This design comes from an exercise in tuning for small area on the open sky130 flow, not from production work. In this exercise RTL edits were held to simulation tests only and were not proved equivalent to the original. Power figures rest on the tool's default switching activity, not on a simulated workload.

Setup of v1:
==> flow/design.v <==
module sync_fifo #(
	parameter	DEPTH=8,
	parameter	WIDTH=32,
	parameter	AF_LEVEL = 1,
	parameter	AE_LEVEL = 1,
	parameter	DEPTH_LOG=$clog2(DEPTH)
)(
	input					clk,
	input					rstn,
	input					push,
	input					pop,
	input 		[WIDTH-1:0]	din,
	output 		[WIDTH-1:0]	dout,
	output					full,
	output					empty,
	output					a_full,
	output					a_empty
);
	reg [WIDTH-1:0]		mem[DEPTH-1:0];
	integer i;
	always @(posedge clk)
	if (push) begin
		mem[0] <= din;
		for (i=1; i<DEPTH; i=i+1)
			mem[i] <= mem[i-1];
	end
	reg [4:0]	jc;
	wire		up = push & ~pop;
	wire		dn = pop & ~push;
	always @(posedge clk, negedge rstn)
	if		(!rstn)
		jc <= 5'b00000;
	else if (up)
		jc <= {jc[3:0], ~jc[4]};
	else if (dn)
		jc <= {~jc[0], jc[4:1]};
	wire [8:0] st;
	assign st[0] = ~jc[0] & ~jc[4];
	assign st[1] =  jc[0] & ~jc[1];
	assign st[2] =  jc[1] & ~jc[2];
	assign st[3] =  jc[2] & ~jc[3];
	assign st[4] =  jc[3] & ~jc[4];
	assign st[5] =  jc[4] &  jc[0];
	assign st[6] = ~jc[0] &  jc[1];
	assign st[7] = ~jc[1] &  jc[2];
	assign st[8] = ~jc[2] &  jc[3];
	genvar b;
	generate for (b=0; b<WIDTH; b=b+1) begin : rdb
		wire g0, g1;
		fifo_aoi222 u0 (.a0(st[1]), .b0(mem[0][b]), .a1(st[2]), .b1(mem[1][b]), .a2(st[3]), .b2(mem[2][b]), .y(g0));
		fifo_aoi222 u1 (.a0(st[4]), .b0(mem[3][b]), .a1(st[5]), .b1(mem[4][b]), .a2(st[6]), .b2(mem[5][b]), .y(g1));
		fifo_rdout  u2 (.g0(g0), .g1(g1), .a0(st[7]), .b0(mem[6][b]), .a1(st[8]), .b1(mem[7][b]), .y(dout[b]));
	end endgenerate
	assign	full    = st[8];
	assign	a_full  = ~jc[1] & jc[3];	 
	assign	empty   = st[0];
	assign	a_empty = ~jc[1] & ~jc[4];	 
endmodule
module fifo_aoi222 (input a0, b0, a1, b1, a2, b2, output y);
	assign y = ~((a0 & b0) | (a1 & b1) | (a2 & b2));
endmodule
module fifo_rdout (input g0, g1, a0, b0, a1, b1, output y);
	assign y = ~(g0 & g1) | (a0 & b0) | (a1 & b1);
endmodule
export LEC_CHECK = 0
export CAP_MARGIN = 20
export CORE_MARGIN = 2
export CORE_UTILIZATION = 65
export SLEW_MARGIN = 20
export SYNTH_HIERARCHICAL = 1
export SYNTH_MINIMUM_KEEP_SIZE = 0
create_clock -name core_clock -period 5.0 [get_ports {clk}]
standard.sh (not shown) runs the stock make flow with config.mk's settings and CLKGATE_MAP_FILE= SYNTH_SCRIPT=/design/flow/synth_recipe.tcl, a recipe that flattens the netlist after the stock synthesis.
==> flow/flow/run.sh <==
#!/bin/bash
# Standard ORFS layout with two changes: the port buffers use the smallest buffer
# cell, and the clock tree is built with the clustering and buffers given below,
# without dummy loads.
set -euo pipefail
export BUFFER_PORTS_ARGS="-buffer_cell sky130_fd_sc_hd__buf_1"
export CTS_ARGS="-sink_clustering_enable -repair_clock_nets -buf_list sky130_fd_sc_hd__clkbuf_8 -sink_clustering_size 20 -sink_clustering_max_diameter 70 -dont_use_dummy_load"
bash standard.sh > standard_make.log 2>&1
> inputs changed (v1 -> v17)
-- flow/design.v --
<<< v1, line 28
	wire		up = push & ~pop;
	wire		dn = pop & ~push;
	always @(posedge clk, negedge rstn)
	if		(!rstn)
		jc <= 5'b00000;
	else if (up)
		jc <= {jc[3:0], ~jc[4]};
	else if (dn)
		jc <= {~jc[0], jc[4:1]};
	wire [8:0] st;
	assign st[0] = ~jc[0] & ~jc[4];
>>> v17, line 28
	wire		up = push & ~pop;
	wire		dn = pop & ~push;
	wire		hold = ~(up | dn);
	wire [4:0]	jc_n;
	wire [4:0]	jl = {jc[3:0], ~jc[4]};	 
	wire [4:0]	jr = {~jc[0], jc[4:1]};	 
	genvar k;
	generate for (k=0; k<5; k=k+1) begin : jn
		fifo_aoi222 u (.a0(up), .b0(jl[k]), .a1(dn), .b1(jr[k]), .a2(hold), .b2(jc[k]), .y(jc_n[k]));
	end endgenerate
	always @(posedge clk, negedge rstn)
	if		(!rstn)
		jc <= 5'b00000;
	else
		jc <= ~jc_n;
	wire [8:0] st;
	assign st[0] = ~jc[0] & ~jc[4];
[summary]
- The flow did not stop early for v17: all stages ran, and the layout cleared the timing, DRC and antenna checks.
- Wire length of the first global-routing pass on v17 is ahead of v1.
- From v1 to v17 the numbers moved as follows: initial cell density of the core comparable; fraction of power consumed by combinational cells now smaller; die area now smaller; post-route total power now smaller.
- The count of buffers not belonging to the clock network in the layout of v17 falls short of that of v1 by 2.
- Diff v1 -> v17: register-to-register slack saw a decrease; wire length saw an increase; power density normalized to cell area saw a decrease; via count of the first global-routing pass saw a decrease; time the final worst path needs with I/O delays and setup saw a decrease.
- Post-synthesis cell type count | v17 below v1
- Compared with v1, v17 shows worst path setup slack after routing higher by 0.16 ns.
- Number of routed nets with antenna violations came out exactly the same in v1 and v17.

-- separate check: timing with driven ports --
No port has a modelled driver above. Below, the same layouts with a new extraction and two added sets of constraints. Step 1 assumes that a clkbuf_16 drives the clock port and a buf_2 every other input. Step 2 moves the port delays by t, midway between the first and last clock arrival at a register: inputs arrive t later, outputs are due t later. That takes back most of the time a late clock gives input paths. a / b / c = ideal / step 1 / step 2; a / b = the first two.
| run | t (ns) | setup WS [ns] | clock arrival spread, ns |
|---|---|---|---|
| v1 | 0.535 | 1.206 / 1.169 / 1.705 | 0.066 / 0.065 |
| v17 | 0.503 | 1.363 / 1.325 / 1.828 | 0.075 / 0.074 |
After both steps every run listed still meets setup and hold.
